This is an optimization exercise on Yosys and OpenROAD, whose aim is small area, not a production implementation.
Function was checked by simulation only, so behaviour that the tests miss may differ from the original.
Power and IR drop assume default switching activity.

$ cat config.mk
export PLATFORM = sky130hd
export DESIGN_NAME = top
export DESIGN_NICKNAME = top
export VERILOG_FILES = /design/flow/design.v
export SDC_FILE = /design/flow/constraint.sdc
export NUM_CORES = 4
export LEC_CHECK = 0
export ABC_AREA = 1
export CAP_MARGIN = 20
export CORE_MARGIN = 2
export CORE_UTILIZATION = 70
export SLEW_MARGIN = 20
$ cat constraint.sdc
create_clock -name core_clock -period 40.0 [get_ports {clk}]
set_input_delay 8.0000 -clock core_clock [delete_from_list [all_inputs] [get_ports {clk}]]
set_output_delay 8.0000 -clock core_clock [all_outputs]
set_load 0.01 [all_outputs]
$ cat design.v
module clk_div(
	input clk, reset,
	output tick_100k, tick_1k,
	output reg clk_1k
);
reg [6:0] a;
reg lvl;
reg [5:0] b;	 
wire a_end  = (a[5:0] == 6'b010101);
wire b_en   = a_end & lvl;
wire b_wrap = b_en & b[5] & b[4] & b[0];	 
assign tick_100k = a_end & ~lvl;
assign tick_1k   = b_wrap & ~clk_1k;
always @(posedge clk or negedge reset) begin
	if (reset == 1'b0) begin
		a <= 7'b0101011; lvl <= 0; b <= 0; clk_1k <= 0;
	end
	else begin
		a <= {a[5:0], (a[6] ^ a[5]) | a_end};
		lvl <= lvl ^ a_end;
		if (b_en) b <= (b[5] & b[4] & b[0]) ? 6'd0 : b + 1'b1;
		clk_1k <= clk_1k ^ b_wrap;
	end
end
endmodule
module segment_decode(
	input [3:0] data,
	output reg [7:0] seg_data
);
	always @(*) begin
		case (data)
			4'd0 : seg_data = 8'b0011_1111;  
			4'd1 : seg_data = 8'b0000_0110;
			4'd2 : seg_data = 8'b0101_1011;
			4'd3 : seg_data = 8'b0100_1111;
			4'd4 : seg_data = 8'b0110_0110;
			4'd5 : seg_data = 8'b0110_1101;
			4'd6 : seg_data = 8'b0111_1101;
			4'd7 : seg_data = 8'b0010_0111;
			4'd8 : seg_data = 8'b0111_1111;
			4'd9 : seg_data = 8'b0110_0111;
			default: seg_data = 8'b0000_0000;
		endcase
	end
endmodule
module segment_clock(
	input clk, en_1k, reset, started,
	input key, key_1, key_2, key_3, key_4,	 
	output par,	 
	output [15:0] led,
	output [7:0] seg_data, seg_com
);
	reg [3:0] c_1s, c_1m, c_10m, c_1h, c_10h, c_1d, c_10d;
	reg [2:0] c_10s;
	reg [2:0] sel_count;
	reg [3:0] cur;
	reg n_1s, n_1h, n_10h, n_1d, n_10d;	 
	wire p_1s = ~n_1s, p_1h = ~n_1h, p_10h = ~n_10h, p_1d = ~n_1d, p_10d = ~n_10d;
	wire inc_1s   = en_1k & p_1s;
	wire rise_1s  = inc_1s & (c_1s == 4'd9);
	wire rise_10s = rise_1s & (c_10s == 3'd5);
	wire rise_1m  = rise_10s & (c_1m == 4'd9);
	genvar g;
	generate for (g = 0; g < 8; g = g + 1) begin : com
		assign seg_com[g] = started & (sel_count != ((g + 1) % 8));
	end endgenerate
	assign par = sel_count[0];
	segment_decode dec(.data(cur), .seg_data(seg_data));
	wire [3:0] eq = {4{started}} &
		{c_10m == c_10d, c_1m == c_1d, {1'b0, c_10s} == c_10h, c_1s == c_1h};
	assign led = {eq[3], eq[3], eq[2], eq[2], eq[1], eq[1], eq[0], eq[0],
	              eq[3], eq[3], eq[2], eq[2], eq[1], eq[1], eq[0], eq[0]};
	reg [3:0] nxt;
	always @(*) begin
		case (sel_count)
			3'd0 : nxt = c_1s;
			3'd1 : nxt = {1'b0, c_10s};
			3'd2 : nxt = c_1m;
			3'd3 : nxt = c_10m;
			3'd4 : nxt = (c_1h > 4'd9) ? 4'd9 : c_1h;
			3'd5 : nxt = c_10h;
			3'd6 : nxt = c_1d;
			default : nxt = c_10d;
		endcase
	end
	always @(posedge clk or negedge reset) begin
		if (~reset) begin
			sel_count <= 0;
			cur <= 4'd15;
			n_1s <= 1; n_1h <= 1; n_10h <= 1; n_1d <= 1; n_10d <= 1;
		end
		else if (en_1k) begin
			sel_count <= sel_count + 1'b1;
			cur <= started ? nxt : 4'd15;
			n_1s <= ~key;
			n_1h <= ~key_1; n_10h <= ~key_2; n_1d <= ~key_3; n_10d <= ~key_4;
		end
	end
	always @(posedge clk or negedge reset) begin
		if (~reset) begin
			c_1s <= 0; c_10s <= 0; c_1m <= 0; c_10m <= 0;
			c_1h <= 0; c_10h <= 0; c_1d <= 0; c_10d <= 0;
		end
		else begin
			if (inc_1s)   c_1s  <= (c_1s == 4'd9) ? 4'd0 : c_1s + 1'b1;
			if (rise_1s)  c_10s <= (c_10s == 3'd5) ? 3'd0 : c_10s + 1'b1;
			if (rise_10s) c_1m  <= (c_1m == 4'd9) ? 4'd0 : c_1m + 1'b1;
			if (rise_1m)  c_10m <= (c_10m == 4'd9) ? 4'd0 : c_10m + 1'b1;
			if (en_1k & p_1h)  c_1h  <= (c_10h == 4'd9) ? 4'd0 : c_1h + 1'b1;
			if (en_1k & p_10h) c_10h <= (c_10h == 4'd9) ? 4'd0 : c_10h + 1'b1;
			if (en_1k & p_1d)  c_1d  <= (c_1d == 4'd9) ? 4'd0 : c_1d + 1'b1;
			if (en_1k & p_10d) c_10d <= (c_10d == 4'd9) ? 4'd0 : c_10d + 1'b1;
		end
	end
endmodule
module dot_matrix(
	input clk, en, reset, started, par,
	output step_phase,
	output [13:0] dot_row,
	output [9:0] dot_col
);
	reg [2:0] m5;	 
	wire [9:0] j;
	assign j[0] = ~par & (m5 == 3'd0);
	assign j[1] =  par & (m5 == 3'd1);
	assign j[2] = ~par & (m5 == 3'd2);
	assign j[3] =  par & (m5 == 3'd3);
	assign j[4] = ~par & (m5 == 3'd4);
	assign j[5] =  par & (m5 == 3'd0);
	assign j[6] = ~par & (m5 == 3'd1);
	assign j[7] =  par & (m5 == 3'd2);
	assign j[8] = ~par & (m5 == 3'd3);
	assign j[9] =  par & (m5 == 3'd4);
	assign dot_col[0] = started & j[0];
	assign dot_col[9:1] = {j[1], j[2], j[3], j[4], j[5], j[6], j[7], j[8], j[9]};
	assign step_phase = (m5 == 3'd2);
	wire mid = j[4] | j[5] | j[6] | j[7];
	assign dot_row[13:5] = {9{mid}};
	assign dot_row[4] = started;
	assign dot_row[3] = started & ~j[1] & ~j[0];	 
	assign dot_row[2] = mid | j[3] | j[8];		 
	assign dot_row[1] = mid;
	assign dot_row[0] = j[5] | j[6];			 
	always @(posedge clk or negedge reset) begin
		if (reset == 1'b0)
			m5 <= 0;
		else if (en)
			m5 <= (m5 == 3'd4) ? 3'd0 : m5 + 1'b1;
	end
endmodule
module step_motor(
	input clk, en, reset,
	output reg [3:0] step_motor
);
always @(posedge clk or negedge reset) begin
	if (reset == 1'b0)
		step_motor <= 0;
	else if (en)
		case (step_motor)
			4'b1000 : step_motor <= 4'b1100;
			4'b1100 : step_motor <= 4'b0100;
			4'b0100 : step_motor <= 4'b0110;
			4'b0110 : step_motor <= 4'b0010;
			4'b0010 : step_motor <= 4'b0011;
			4'b0011 : step_motor <= 4'b0001;
			4'b0001 : step_motor <= 4'b1001;
			default : step_motor <= 4'b1000;
		endcase
end
endmodule
module text_lcd(
	input clk, en, reset, started,
	output reg lcd_rs,
	output lcd_rw,
	output reg [7:0] lcd_data
);
reg [2:0] hi;
reg [4:0] lo;
assign lcd_rw = ~started;
wire wrap = &lo;
wire to_text = hi[2] & (hi[1] | hi[0]);
always @(*) begin
	lcd_rs = ~started;
	lcd_data = 8'd0;
	case (hi)
		3'd3 : lcd_data = 8'b0011_1000;
		3'd4 : lcd_data = 8'b0000_1111;
		3'd5 : lcd_data = 8'b0000_0110;
		3'd6 : begin
			lcd_rs = 1'b1;
			case (lo)
				5'd15 : begin lcd_rs = 1'b0; lcd_data = 8'd128; end
				5'd16 : lcd_data = 8'd83;	 
				5'd17 : lcd_data = 8'd84;	 
				5'd18 : lcd_data = 8'd79;	 
				5'd19 : lcd_data = 8'd80;	 
				5'd20 : lcd_data = 8'd87;	 
				5'd21 : lcd_data = 8'd65;	 
				5'd22 : lcd_data = 8'd84;	 
				5'd23 : lcd_data = 8'd67;	 
				5'd24 : lcd_data = 8'd72;	 
				default : lcd_data = 8'd32;
			endcase
		end
		3'd7 : begin
			lcd_rs = 1'b1;
			case (lo)
				5'd15 : begin lcd_rs = 1'b0; lcd_data = 8'd192; end
				5'd16 : lcd_data = 8'd71;	 
				5'd17 : lcd_data = 8'd65;	 
				5'd18 : lcd_data = 8'd77;	 
				5'd19 : lcd_data = 8'd69;	 
				default : lcd_data = 8'd32;
			endcase
		end
		default : ;
	endcase
end
always @(posedge clk or negedge reset) begin
	if (reset == 1'b0) begin
		hi <= 3'd0;
		lo <= 5'd22;
	end
	else if (en) begin
		lo <= wrap ? (to_text ? 5'd15 : 5'd1) : lo + 1'b1;
		if (wrap & ~(hi == 3'd7)) hi <= hi + 1'b1;
	end
end
endmodule
module key_pad(
	input clk, en, reset,
	input [3:0] key_pad_row,
	output [2:0] key_pad_col,
	output started,
	output reg [11:0] key,
	output [11:0] key_rise
);
reg [1:0] s;
assign key_pad_col = {s == 2'd3, s == 2'd2, s == 2'd1};
assign started = |s;
wire [2:0] pos = {s == 2'd2, s == 2'd1, ~(s[1] ^ s[0])};
wire [3:0] hot;
assign hot[0] = (key_pad_row == 4'b0001);
assign hot[1] = (key_pad_row == 4'b0010);
assign hot[2] = (key_pad_row == 4'b0100);
assign hot[3] = (key_pad_row == 4'b1000);
wire none = (key_pad_row == 4'b0000);
wire [11:0] set, clr;
genvar r, p;
generate for (r = 0; r < 4; r = r + 1) begin : row
	for (p = 0; p < 3; p = p + 1) begin : col
		assign set[3*r+p] = en & pos[p] & hot[r];
		assign clr[3*r+p] = en & pos[p] & none;
	end
end endgenerate
assign key_rise = set & ~key;
always @(posedge clk or negedge reset) begin
	if (reset == 1'b0) begin
		s <= 0;
		key <= 0;
	end
	else begin
		if (en) s <= {s[1] ^ s[0], s[1] | ~s[0]};
		key <= set | (key & ~clr);
	end
end
endmodule
module piezo(
	input clk, en, reset,
	input [11:0] sw2,
	output reg W1_piezo
);
	reg [7:0] cnt1;	 
	wire [11:0] below;	 
	wire [11:0] two;	 
	assign below[0] = 1'b0;
	assign two[0] = 1'b0;
	genvar i;
	generate for (i = 1; i < 12; i = i + 1) begin : oh
		assign below[i] = below[i-1] | sw2[i-1];
		assign two[i] = two[i-1] | (below[i] & sw2[i]);
	end endgenerate
	wire one = (below[11] | sw2[11]) & ~two[11] & ~sw2[0];
	wire [11:1] ge;
	assign ge[1]  = cnt1 >= 8'd171;
	assign ge[2]  = cnt1 >= 8'd152;
	assign ge[3]  = cnt1 >= 8'd143;
	assign ge[4]  = cnt1 >= 8'd128;
	assign ge[5]  = cnt1 >= 8'd114;
	assign ge[6]  = cnt1 >= 8'd101;
	assign ge[7]  = cnt1 >= 8'd96;
	assign ge[8]  = cnt1 >= 8'd85;
	assign ge[9]  = cnt1 >= 8'd76;
	assign ge[10] = cnt1 >= 8'd72;
	assign ge[11] = cnt1 >= 8'd64;
	wire toggle = ~one | |(sw2[11:1] & ge);
	always @(posedge clk or negedge reset) begin
		if (reset == 1'b0) begin
			cnt1 <= 0;
			W1_piezo <= 0;
		end
		else if (en) begin
			if (toggle) begin
				W1_piezo <= ~W1_piezo;
				cnt1 <= 0;
			end
			else cnt1 <= cnt1 + 1'b1;
		end
	end
endmodule
module top(
	input clk, push_0, push_1, rst,
	input [3:0] key_pad_row,
	output [2:0] key_pad_col,
	output [7:0] seg_data, seg_com, lcd_data,
	output [9:0] dot_col,
	output [13:0] dot_row,
	output [3:0] step_motor,
	output [15:0] led,
	output W1_piezo,
	output lcd_rs, lcd_rw, lcd_en
);
	wire tick_100k, tick_1k, tick_step;
	wire started, par;
	wire [11:0] key, key_rise;
	wire step_phase;
	clk_div u1(.clk(clk), .reset(rst), .tick_100k(tick_100k), .tick_1k(tick_1k),
		.clk_1k(lcd_en));
	assign tick_step = tick_1k & step_phase;
	key_pad u7(.clk(clk), .en(tick_1k), .reset(rst), .key_pad_row(key_pad_row),
		.key_pad_col(key_pad_col), .started(started), .key(key), .key_rise(key_rise));
	segment_clock u2(.clk(clk), .en_1k(tick_1k), .reset(rst), .started(started),
		.key(key[0]), .key_1(key_rise[1]), .key_2(key_rise[4]), .key_3(key_rise[7]),
		.key_4(key_rise[10]), .par(par), .led(led), .seg_data(seg_data), .seg_com(seg_com));
	dot_matrix u3(.clk(clk), .en(tick_1k), .reset(rst), .started(started), .par(par),
		.step_phase(step_phase), .dot_row(dot_row), .dot_col(dot_col));
	step_motor u4(.clk(clk), .en(tick_step), .reset(rst), .step_motor(step_motor));
	text_lcd u5(.clk(clk), .en(tick_1k), .reset(rst), .started(started),
		.lcd_rs(lcd_rs), .lcd_rw(lcd_rw), .lcd_data(lcd_data));
	piezo u8(.clk(clk), .en(tick_100k), .reset(rst), .sw2(key), .W1_piezo(W1_piezo));
endmodule
$ cat flow/run.sh
#!/bin/bash
# Layout flow: the standard synthesis, then the combinational logic of
# the synthesised netlist is mapped again by ABC for area with several
# scripts (the registers, their names and cell types are kept); each result
# is checked equivalent to the standard netlist by SAT, the smallest is
# kept, and the standard layout runs on it with the settings of
# flow/layout.env (port buffer cell, clock tree options).
set -uo pipefail
W=$(pwd)
R=$W/orfs/results/$FLOW_PLATFORM/top/base
LIB=$FLOW_HOME/platforms/$FLOW_PLATFORM/lib/sky130_fd_sc_hd__tt_025C_1v80.lib
PCFG=$FLOW_HOME/platforms/$FLOW_PLATFORM/config.mk

bash standard.sh synth > $W/synth.log 2>&1 || exit 1
cp $R/1_2_yosys.v $W/std_synth.v

DU=$(sed -n '/DONT_USE_CELLS/,/^$/p' $PCFG | grep -o 'sky130_fd_sc_hd__[a-z0-9_]*' | sed 's/^/-dont_use /' | tr '\n' ' ')
SEQL=$(grep -o "sky130_fd_sc_hd__\(df\|edf\|sdf\|dl[rx]\)[a-z0-9_]*" $W/std_synth.v | sort -u)
SEQ=$(echo $SEQL | tr '\n' ' ')
SEL=$(for s in $SEQL; do echo -n "t:$s "; done)
regs() { grep -o "sky130_fd_sc_hd__\(df\|edf\|sdf\|dl[rx]\)[a-z0-9_]* [^ ]*" $1 | sort | md5sum; }
R0=$(regs $W/std_synth.v)

one() {
  i=$1; S=$2; C=$W/resynth_$i.v
  yosys -p "read_liberty -ignore_miss_func $LIB; blackbox $SEQ; read_verilog $W/std_synth.v; hierarchy -top top; flatten; rename -hide w:_*; opt_clean -purge; abc -liberty $LIB $DU -script +$(echo "$S" | sed 's/ /,/g'); opt_clean -purge; hilomap -singleton -hicell sky130_fd_sc_hd__conb_1 HI -locell sky130_fd_sc_hd__conb_1 LO; insbuf -buf sky130_fd_sc_hd__buf_1 A X; splitnets; opt_clean -purge; hierarchy -top top; select -assert-none t:\$lut; stat -liberty $LIB; write_verilog -noattr -nohex -nodec $C" > $W/resynth_$i.log 2>&1 || { echo "script $i [$S]: failed" > $W/res_$i.txt; return; }
  a=$(grep "Chip area" $W/resynth_$i.log | tail -1 | awk '{print $NF}')
  yosys -p "read_liberty -ignore_miss_func $LIB; blackbox $SEQ; read_verilog $W/std_synth.v; rename top gold; read_verilog $C; rename top gate; hierarchy; flatten gold gate; opt_clean -purge; expose -cut -evert $SEL; miter -equiv -flatten -make_assert gold gate miter; hierarchy -top miter; sat -verify -prove-asserts miter" > $W/equiv_$i.log 2>&1
  ok=$?
  same=no; [ "$(regs $C)" == "$R0" ] && same=yes
  echo "script $i [$S]: area $a equiv_exit $ok regs_same $same" > $W/res_$i.txt
}

i=0; pids=()
while read -r S; do
  [ -z "$S" ] && continue
  i=$((i+1))
  one $i "$S" &
  pids+=($!)
  if [ ${#pids[@]} -ge ${NUM_CORES:-4} ]; then wait ${pids[0]}; pids=("${pids[@]:1}"); fi
done < $W/flow/abc_scripts.txt
wait

best=$W/std_synth.v
best_area=$(yosys -p "read_liberty -lib $LIB; read_verilog $W/std_synth.v; hierarchy -top top; stat -liberty $LIB" 2>&1 | grep "Chip area" | awk '{print $NF}')
echo "standard: $best_area" > $W/resynth_summary.txt
for f in $(ls $W/res_*.txt | sort -V); do
  cat $f >> $W/resynth_summary.txt
  j=$(basename $f .txt | cut -d_ -f2)
  read a ok same < <(sed -n 's/.*area \([0-9.]*\) equiv_exit \([0-9]*\) regs_same \([a-z]*\).*/\1 \2 \3/p' $f)
  [ -z "${a:-}" ] && continue
  if [ "$ok" == "0" ] && [ "$same" == "yes" ] && awk "BEGIN{exit !($a < $best_area)}"; then
    best=$W/resynth_$j.v; best_area=$a
  fi
done
echo "chosen: $best $best_area" >> $W/resynth_summary.txt

cp $best $R/1_2_yosys.v
touch $R/1_2_yosys.v
set -a; source $W/flow/layout.env; set +a
bash standard.sh finish > $W/layout.log 2>&1
$ cat flow/abc_scripts.txt
strash;dch -f;amap
strash;dc2;dch -f;amap
strash;&get -n;&deepsyn -T 60 -S 1;&put;dc2;dch -f;amap
strash;&get -n;&deepsyn -T 60 -S 2;&put;dc2;dch -f;amap
strash;&get -n;&deepsyn -T 60 -S 3;&put;dc2;dch -f;amap
strash;&get -n;&deepsyn -T 60 -S 4;&put;dc2;dch -f;amap
strash;&get -n;&deepsyn -T 60 -S 5;&put;dch -f;amap
strash;&get -n;&deepsyn -T 60 -S 6;&put;dch -f;amap
$ cat flow/layout.env
BUFFER_PORTS_ARGS="-buffer_cell sky130_fd_sc_hd__buf_1"
CTS_ARGS="-sink_clustering_enable -repair_clock_nets -dont_use_dummy_load -buf_list sky130_fd_sc_hd__clkbuf_8"
$ cat standard.sh
#!/bin/bash
# synth_recipe.tcl (not shown) runs the flow's synth.tcl, then flattens the netlist and writes it again
# the make line also repeats each setting of config.mk as NAME=value (left out here)
make -C /OpenROAD-flow-scripts/flow DESIGN_CONFIG=/design/flow/config.mk WORK_HOME=/design/flow/orfs CLKGATE_MAP_FILE= SYNTH_SCRIPT=/design/flow/synth_recipe.tcl "${@:-finish}"
==> reports/metrics.cfg, run 1 <==
[outcome]
outcome = no timing/DRC/antenna violations

[critical_path]
r2r_cells = 27
worstSetupEndpointType = output port
reg2reg_slack_ns = 34.59
crit_chain = clkinv_1 > o21ai_0 > o21ai_0 > a21oi_1 > nor2_1 > nor2_1 > nand3_1 > nand2_1 > buf_1
r2r-end = u2.c_10m[1]$_DFFE_PN0P_
start_kind = flip-flop
path_max_fanout = 8
critPathSlowestCell = dfrtp_1
cp.required_ns = 32.00
arrival_ns = 2.46
critical_path.max_stage_delay_ns = 0.51
path_class = reg2out
r2r_start = u1.a[2]$_DFF_PN0_

[place]
placed_cells = 762
hpwl_mm = 8.326
port_buffers = 79
routabilityCongestion = 0.9221
place_ws_ns = 29.98

[global_routing]
grt_max_degree = 56
gr-total-overflow = 0
grt_first_pass_wirelength_mm = 17.99
grt_pass1_vias = 4087
track_usage = 0.2981
antenna_found_initial = 0

[final_layout]
nets = 685
regArea_um2 = 2422
finalNonFillerCells = 771
multi_input_area_um2 = 2110
final_cell_mix = nor2_1 (144), dfrtp_1 (80), buf_1 (78), clkinv_1 (75), nand2_1 (52)
layout_commonest_cell = nor2_1
area_growth_pct = 9.918
fillers = 496
diodes = 0
drive_gt1_frac = 0.04296

[timing]
fin_worst_skew_ns = 0.03186
tightest_slew_ns = 0.8223
rsz0062_at_grt = false
max_freq_mhz = 95.58
period_minus_slack_ns = 10.46
fin_crit_sh = 0.2616
setup_viol = 0
finalMaxSlewViolations = 0
slew_headroom = 0.4441
setup_tns_ns = 0
finalHoldViolCount = 0
setup_ws_ns = 29.54

[pwr]
p_sw_frac = 0.2145
peakVddDrop_uv = 24.20
p_switching_mw = 0.03240
leakagePower_nw = 2.217
clkPwrFrac = 0.325
combinationalPowerShare = 0.025
p_int_mw = 0.1186
p_total_mw = 0.1510
pwr_density_cell_nw_per_um2 = 28.07
power_frac_seq = 0.650

[cts]
clk-insertion-delay-late_ns = 0.36
cts_buffer_depth = 2
cts-htree-levels = 3
cts_num_sinks = 96
cts_tree = yes
numCtsBuffers = 9
cts_root_buffer = clkbuf_8
cts_setup_buffers = 0
clkTransAtPathRegs_ns = 0.08
ctsHoldBuffers = 0
cts_resized = 0

[die]
dieArea_um2 = 7677
initial_utilization = 0.7204
core_area_um2 = 6794
ios = 83
die_h_um = 87.62
die_w_um = 87.62
num_rows = 30

[logic_synthesis]
syn_nets = 614
postSynthCellCount = 606
syn_avg_cell_area_um2 = 8.077
syn_area_um2 = 4895
ys_warn_count = 8

[drt]
routed_wl_mm = 10.92
routedWlPerCell_um = 14.16
vias = 4514
vias_per_cell = 5.855
route.detailed.drc = 0
drt.antenna.violating_nets = 0
drt_iter0_markers = 273
firstDrtPassIters = 5

[job]
max_cap_violations = 0

[hold_path]
min_to = u1.a[1]$_DFF_PN1_
holdPathStages = 0
hold_start = u1.a[0]$_DFF_PN1_
min_path_type = reg2reg

[worst max-delay path, delay by kind of cell, from the launching register on]
kind | cells | cell delay, ns
AOI/OAI and AO/OA | 3 | 0.81
and+or+nand+nor | 4 | 0.41
DFF | 1 | 0.51
buffers and inverters | 2 | 0.39
[metrics by stage]
stage	hold slack (ns)	util	instance area, µm²
5_1_grt	0.3843	0.7919	5380
3_5_place_dp	0.3595	0.7735	5255
2_1_floorplan	0.3542	-	4895
4_1_cts	0.3788	0.7917	5379
6_report	0.3776	0.7919	5380
3_3_place_gp	0.3647	0.7735	5255
[worst max-delay path by stage]
stage,end,slack (ns),from
4_1_cts,lcd_data[4],29.59,u5.hi[0]$_DFFE_PN0P_
5_1_grt,lcd_data[4],29.37,u5.hi[0]$_DFFE_PN0P_
2_1_floorplan,led[1],30.07,u2.c_1h[0]$_DFFE_PN0P_
6_report,lcd_data[4],29.54,u5.hi[0]$_DFFE_PN0P_
3_3_place_gp,lcd_data[4],30.04,u5.hi[0]$_DFFE_PN0P_
3_5_place_dp,lcd_data[4],29.98,u5.hi[0]$_DFFE_PN0P_
[metal layers]
| layer | vias up | track usage | wire length (µm) |
|---|---|---|---|
| met1 | 2111 | 0.3896 | 4878 |
| li1 | 2224 | - | - |
| met5 | - | 0 | 0 |
| met3 | 21 | 0.04901 | 533 |
| met2 | 158 | 0.4897 | 5236 |
| met4 | 0 | 0.1413 | 270 |
[power groups by stage]
stage | Clock (mW) | Sequential [mW] | Combinational [mW]
2_1_floorplan | 0 | 0.0998 | 0.00128
4_1_cts | 0.0501 | 0.0981 | 0.00385
3_5_place_dp | 0 | 0.0999 | 0.00384
6_report | 0.0491 | 0.0981 | 0.00374
5_1_grt | 0.0543 | 0.0982 | 0.00440
3_3_place_gp | 0 | 0.0999 | 0.00371
[final cells by class]
class                           instances  share of cell area
Inverter                               75             0.05233
Sequential cell                        96              0.4502
Tap cell                               96             0.02233
Multi-Input combinational cell        413              0.3921
Timing Repair Buffer                   82             0.06000
Clock buffer                            9             0.02302
[flip-flops by register name, summed over array words and instances (netlist names), 2 cells and up]
name           cells
u5.hi              3
u2.c_1d            4
u1.a               7
u7.key            12
u2.sel_count       3
u2.c_10m           4
u8.cnt1            8
u7.s               2
u2.c_10d           4
u4.step_motor      4
u2.c_1h            4
u5.lo              5
u2.c_1m            4
u2.cur             4
u2.c_10s           3
u2.c_1s            4
u2.c_10h           4
u3.m5              3
u1.b               6
==> run 2, diff against run 1 <==
--- a/config.mk
+++ b/config.mk
@@ -8,5 +8,5 @@
 export ABC_AREA = 1
 export CAP_MARGIN = 20
 export CORE_MARGIN = 2
-export CORE_UTILIZATION = 70
+export CORE_UTILIZATION = 40
 export SLEW_MARGIN = 20
==> run 2 against run 1 <==
Effect of this change:
- synthesized cell count did not move
- die area grew 71%
- area after synthesis stayed put
- clock skew is 0.0025 ns higher
- fmax up 0.62%
- count of clock-buffer cells in the layout stayed put
- first-iteration DRC count decreased by 16%
- sequential cell count stayed put
- critical path type unchanged
- largest power group unchanged
==> reports/metrics.cfg, run 2 <==
[logic_synthesis]
postSynthCellCount = 606  ; unchanged
syn_avg_cell_area_um2 = 8.077  ; unchanged
ys_warn_count = 8  ; unchanged
syn_nets = 614  ; unchanged
syn_area_um2 = 4895  ; unchanged

[pwr]
leakagePower_nw = 2.217  ; unchanged
pwr_density_cell_nw_per_um2 = 27.81  ; -0.93%
p_int_mw = 0.1186  ; about the same
combinationalPowerShare = 0.024  ; about the same
peakVddDrop_uv = 17.07  ; -29%
power_frac_seq = 0.648  ; -0.002
p_sw_frac = 0.2162  ; +0.001683
clkPwrFrac = 0.328  ; +0.003
p_total_mw = 0.1514  ; +0.25%
p_switching_mw = 0.03273  ; +1.0%

[drt]
routedWlPerCell_um = 13.32  ; -5.9%
routed_wl_mm = 10.95  ; +0.27%
route.detailed.drc = 0  ; unchanged
vias = 4484  ; -0.66%
drt.antenna.violating_nets = 0  ; unchanged
drt_iter0_markers = 230  ; -16%
vias_per_cell = 5.455  ; -6.8%
firstDrtPassIters = 5  ; unchanged

[timing]
fin_crit_sh = 0.2599  ; -0.001620
fin_hold_ws_ns = 0.3717  ; -0.005895 ns
tightest_slew_ns = 0.7466  ; -0.07568 ns
setup_tns_ns = 0  ; unchanged
period_minus_slack_ns = 10.40  ; -0.06480 ns
fin_worst_skew_ns = 0.03440  ; +0.002538 ns
slew_headroom = 0.4952  ; +0.05116
rsz0062_at_grt = false
max_freq_mhz = 96.18  ; +0.62%
setup_viol = 0  ; unchanged
finalHoldViolCount = 0  ; unchanged
finalMaxSlewViolations = 0  ; unchanged

[die]
die_w_um = 114.6  ; +31%
num_rows = 40  ; +33%
die_h_um = 114.6  ; +31%
dieArea_um2 = 13140  ; +71%
initial_utilization = 0.4092  ; -0.3112
ios = 83  ; unchanged
core_area_um2 = 11960  ; +76%

[final_layout]
nets = 685  ; unchanged
final_cell_mix = nor2_1 (144), dfrtp_1 (80), buf_1 (78), clkinv_1 (75), nand2_1 (52)
largest_reg_flops = 12  ; unchanged
layout_commonest_cell = nor2_1
drive_gt1_frac = 0.04296  ; unchanged
area_growth_pct = 11.22
top_regs = u7.key x12, u8.cnt1 x8, u1.a x7
largest_register = u7.key
diodes = 0  ; unchanged
fin_util = 0.4551  ; -0.3368

[cts]
cts_num_sinks = 96  ; unchanged
cts_tree = yes
clkTransAtPathRegs_ns = 0.08  ; about the same
numCtsBuffers = 9  ; unchanged
clk-insertion-delay-late_ns = 0.37  ; about the same
cts_buffer_depth = 2  ; unchanged
cts_root_buffer = clkbuf_8
cts-htree-levels = 3  ; unchanged
ctsHoldBuffers = 0  ; unchanged
cts_setup_buffers = 0  ; unchanged
cts_resized = 0  ; unchanged

[critical_path]
r2r_start = u1.a[3]$_DFF_PN1_
r2r_cells = 26  ; -3.7%
worstSetupEndpointType = output port
cp.required_ns = 32.00  ; about the same
reg2reg_slack_ns = 34.61  ; +0.02 ns
path_class = reg2out
path_max_fanout = 8  ; unchanged
r2r-end = u2.c_10m[1]$_DFFE_PN0P_
arrival_ns = 2.40  ; -0.06 ns
start_kind = flip-flop

[global_routing]
grt_pass1_vias = 4013  ; -1.8%
grt_first_pass_wirelength_mm = 18.26  ; +1.5%
track_usage = 0.1706  ; -0.1275
gr-total-overflow = 0  ; unchanged
antenna_found_initial = 0  ; unchanged
grt_max_degree = 60  ; +7.1%

[place]
port_buffers = 79  ; unchanged
hpwl_mm = 8.361  ; +0.42%
routabilityCongestion = 0.9616  ; +4.3%

[outcome]
outcome = no timing/DRC/antenna violations

[job]
max_cap_violations = 0  ; unchanged

[hold_path]
min_to = u1.a[1]$_DFF_PN1_
hold_start = u1.a[0]$_DFF_PN1_
holdPathStages = 0  ; unchanged
min_path_type = reg2reg

run 2: metal layers:
metal	up-vias	track usage	share of wire
li1	2212	-	-
met1	2111	0.2177	0.45
met2	138	0.2852	0.47
met3	23	0.03229	0.052
met4	0	0.06911	0.025
met5	-	0	0
run 2: worst max-delay path by stage:
stage,from,endpoint,slack [ns],cells after the start
floorplan,u2.c_1h[0]$_DFFE_PN0P_,led[1],30.07,5
global placement,u5.hi[0]$_DFFE_PN0P_,lcd_data[4],30.06,9
detailed placement,u5.hi[0]$_DFFE_PN0P_,lcd_data[4],30.08,9
CTS,u5.hi[0]$_DFFE_PN0P_,lcd_data[4],29.67,9
global route,u5.hi[0]$_DFFE_PN0P_,lcd_data[4],29.37,9
finish,u5.hi[0]$_DFFE_PN0P_,lcd_data[4],29.60,9
run 2: power by group through the flow:
stage / clock [mW] / sequential (mW) / combinational [mW]
2_1_floorplan: 0 / 0.0998 / 0.00128
3_3_place_gp: 0 / 0.0999 / 0.00383
3_5_place_dp: 0 / 0.0999 / 0.00389
4_1_cts: 0.0519 / 0.0981 / 0.00390
5_1_grt: 0.0560 / 0.0982 / 0.00440
6_report: 0.0496 / 0.0981 / 0.00368
run 2: through the flow:
step | setup slack [ns] | instance area [µm²] | std cells
global placement | 30.06 | 5319 | 813
global route | 29.37 | 5444 | 822
CTS | 29.67 | 5443 | 822
finish | 29.60 | 5444 | 822
detailed placement | 30.08 | 5319 | 813
floorplan | 30.07 | 4895 | 606
run 2: area by class of cell:
class | count | area [µm²]
Fill cell | 1208 | 6518
Sequential cell | 96 | 2422
Multi-Input combinational cell | 413 | 2110
Timing Repair Buffer | 82 | 322.8
Inverter | 75 | 281.5
Tap cell | 147 | 183.9
Clock buffer | 9 | 123.9
run 2: worst max-delay path, cell delays in order (launching register included):
cell      delay, ns
dfrtp_1        0.49
clkinv_1       0.22
o21ai_0        0.38
o21ai_0        0.22
a21oi_1        0.23
nor2_1         0.07
nor2_1         0.14
nand3_1        0.09
nand2_1        0.06
buf_1          0.14
==> run 3, diff against run 2 <==
--- a/config.mk
+++ b/config.mk
@@ -6,7 +6,7 @@
 export NUM_CORES = 4
 export LEC_CHECK = 0
 export ABC_AREA = 1
-export CAP_MARGIN = 20
+export CAP_MARGIN = 0
 export CORE_MARGIN = 2
 export CORE_UTILIZATION = 40
-export SLEW_MARGIN = 20
+export SLEW_MARGIN = 0
==> run 3 against run 2 <==
Effect of this change:
- area after synthesis is the same
- non-clock buffer count is the same
- combinational power about the same
- via count decreased by 0.25%
- sequential power about the same
- critical path depth unchanged
- sequential cell count unchanged
- count of clock-buffer cells in the layout is the same
- power about the same
- critical path type unchanged
- largest power group unchanged
- highest routed layer unchanged
==> reports/metrics.cfg, run 3 <==
[timing]
setup_tns_ns = 0  ; unchanged
fin_crit_sh = 0.2599  ; unchanged
tightest_slew_ns = 0.9801  ; +0.2335 ns
rsz0062_at_grt = false
finalHoldViolCount = 0  ; unchanged
slew_headroom = 0.3297  ; -0.1655
fin_hold_ws_ns = 0.3717  ; unchanged
max_freq_mhz = 96.18  ; about the same
setup_viol = 0  ; unchanged
period_minus_slack_ns = 10.40  ; unchanged
fin_worst_skew_ns = 0.03504  ; +0.0006323 ns
setup_ws_ns = 29.60  ; unchanged
finalMaxSlewViolations = 0  ; unchanged

[logic_synthesis]
postSynthCellCount = 606  ; unchanged
syn_avg_cell_area_um2 = 8.077  ; unchanged
ys_warn_count = 8  ; unchanged
syn_nets = 614  ; unchanged
syn_area_um2 = 4895  ; unchanged

[global_routing]
met2_usage = 0.2852  ; unchanged
grt_most_used_layer = met2
gr-total-overflow = 0  ; unchanged
track_usage = 0.1706  ; unchanged
met3_usage = 0.03229  ; unchanged
grt_max_degree = 60  ; unchanged
grt_pass1_vias = 4013  ; unchanged
antenna_found_initial = 0  ; unchanged
grt_first_pass_wirelength_mm = 18.26  ; unchanged
use_met1 = 0.2177  ; unchanged

[critical_path]
r2r_start = u1.a[3]$_DFF_PN1_
start_kind = flip-flop
worstSetupEndpointType = output port
crit_chain = clkinv_1 > o21ai_0 > o21ai_0 > a21oi_1 > nor2_1 > nor2_1 > nand3_1 > nand2_1 > buf_1
critPathSlowestCell = dfrtp_1
cp.required_ns = 32.00  ; about the same
arrival_ns = 2.40  ; about the same
path_max_fanout = 8  ; unchanged
reg2reg_slack_ns = 34.59  ; -0.02 ns
r2r_cells = 26  ; unchanged
critical_path.max_stage_delay_ns = 0.49  ; about the same
r2r-end = u2.c_10m[1]$_DFFE_PN0P_
path_class = reg2out

[cts]
cts_buffer_depth = 2  ; unchanged
clk-insertion-delay-late_ns = 0.37  ; about the same
numCtsBuffers = 9  ; unchanged
clkTransAtPathRegs_ns = 0.08  ; about the same
cts-htree-levels = 3  ; unchanged
cts_tree = yes
cts_num_sinks = 96  ; unchanged
cts_setup_buffers = 0  ; unchanged
cts_resized = 0  ; unchanged
ctsHoldBuffers = 0  ; unchanged
cts_root_buffer = clkbuf_8

[final_layout]
area_growth_pct = 11.20  ; about the same
top_regs = u7.key x12, u8.cnt1 x8, u1.a x7
diodes = 0  ; unchanged
largest_register = u7.key
drive_gt1_frac = 0.04296  ; unchanged
final_cell_mix = nor2_1 (144), dfrtp_1 (80), buf_1 (78), clkinv_1 (75), nand2_1 (52)
largest_reg_flops = 12  ; unchanged
nets = 685  ; unchanged
layout_commonest_cell = nor2_1
fin_util = 0.4550  ; about the same

[drt]
drt.antenna.violating_nets = 0  ; unchanged
firstDrtPassIters = 6  ; +1
route.detailed.drc = 0  ; unchanged
routed_wl_mm = 10.96  ; about the same
drt_iter0_markers = 231  ; +0.43%
vias_per_cell = 5.442  ; -0.25%
vias = 4473  ; -0.25%
routedWlPerCell_um = 13.33  ; about the same

[die]
core_area_um2 = 11960  ; unchanged
die_w_um = 114.6  ; unchanged
num_rows = 40  ; unchanged
dieArea_um2 = 13140  ; unchanged
ios = 83  ; unchanged
initial_utilization = 0.4092  ; unchanged
die_h_um = 114.6  ; unchanged

[job]
max_cap_violations = 0  ; unchanged

[pwr]
p_total_mw = 0.1514  ; about the same
pwr_density_cell_nw_per_um2 = 27.81  ; about the same
peakVddDrop_uv = 17.05  ; -0.14%
leakagePower_nw = 2.217  ; about the same

[outcome]
outcome = no timing/DRC/antenna violations

[place]
hpwl_mm = 8.361  ; unchanged
place_ws_ns = 30.08  ; unchanged
routabilityCongestion = 0.9616  ; unchanged
port_buffers = 79  ; unchanged

[hold_path]
holdPathStages = 0  ; unchanged
hold_start = u1.a[0]$_DFF_PN1_
min_path_type = reg2reg
min_to = u1.a[1]$_DFF_PN1_

## run 3: stage by stage
stage               instances  instance area (µm²)
finish                    822                 5443
global route              822                 5443
CTS                       822                 5443
detailed placement        813                 5319
global placement          813                 5319
floorplan                 606                 4895
## run 3: worst max path at each step
stage                  end  depth (start not counted)  slack [ns]                    from
2_1_floorplan       led[1]                          5       30.07  u2.c_1h[0]$_DFFE_PN0P_
3_3_place_gp   lcd_data[4]                          9       30.06    u5.hi[0]$_DFFE_PN0P_
3_5_place_dp   lcd_data[4]                          9       30.08    u5.hi[0]$_DFFE_PN0P_
4_1_cts        lcd_data[4]                          9       29.67    u5.hi[0]$_DFFE_PN0P_
5_1_grt        lcd_data[4]                          9       29.37    u5.hi[0]$_DFFE_PN0P_
6_report       lcd_data[4]                          9       29.60    u5.hi[0]$_DFFE_PN0P_
## run 3: layer usage
metal / vias up / share of wire
li1: 2209 / -
met1: 2101 / 0.45
met2: 138 / 0.47
met3: 25 / 0.053
met4: 0 / 0.026
met5: - / 0
## run 3: final cells by class
cell class,count,area (µm²)
multi-input combinational,413,2108
timing repair buffer,82,322.8
inverter,75,281.5
clock buffer,9,123.9
tap,147,183.9
sequential,96,2422
fill,1206,6519
## run 3: worst max-delay path, delay by kind of cell (launching register included)
family | cells | cell delay [ns]
AND/OR/NAND/NOR | 4 | 0.36
AO/OA/AOI/OAI | 3 | 0.83
buffers and inverters | 2 | 0.36
flip-flops | 1 | 0.49
## run 3: report_power, final
group          leakage, nW  switching (mW)  internal [mW]
registers             1.26        0.000559         0.0975
logic                0.891         0.00284       0.000838
clock network       0.0647          0.0293         0.0202
total                 2.22          0.0327          0.119

==> separate check: timing with driven ports <==
In the flow no input, the clock included, has a driving cell. The finished layouts below were timed again as built, in two steps. Step 1, drivers: a clkbuf_16 drives clk and a buf_2 each remaining input, both assumed. Step 2, shift: input delay + t, output delay - t, t = (earliest + latest rising clock arrival at the registers) / 2. This alone moves slack from input paths to output paths. Slacks: no drivers / after step 1 / after step 2; pairs: no drivers / after step 1.
| run | t, ns | slack for setup (ns) | latest minus earliest clock arrival (ns) | worst register clock-pin slew, ns | worst data-port slew with drivers (ns) |
|---|---|---|---|---|---|
| run 1 | 0.383 | 29.538 / 29.504 / 29.887 | 0.032 / 0.032 | 0.10 / 0.10 | 0.03 |
| run 2 | 0.383 | 29.602 / 29.569 / 29.952 | 0.035 / 0.034 | 0.11 / 0.11 | 0.03 |
| run 3 | 0.384 | 29.602 / 29.569 / 29.952 | 0.036 / 0.035 | 0.11 / 0.11 | 0.03 |
After both steps every run listed still meets setup and hold.
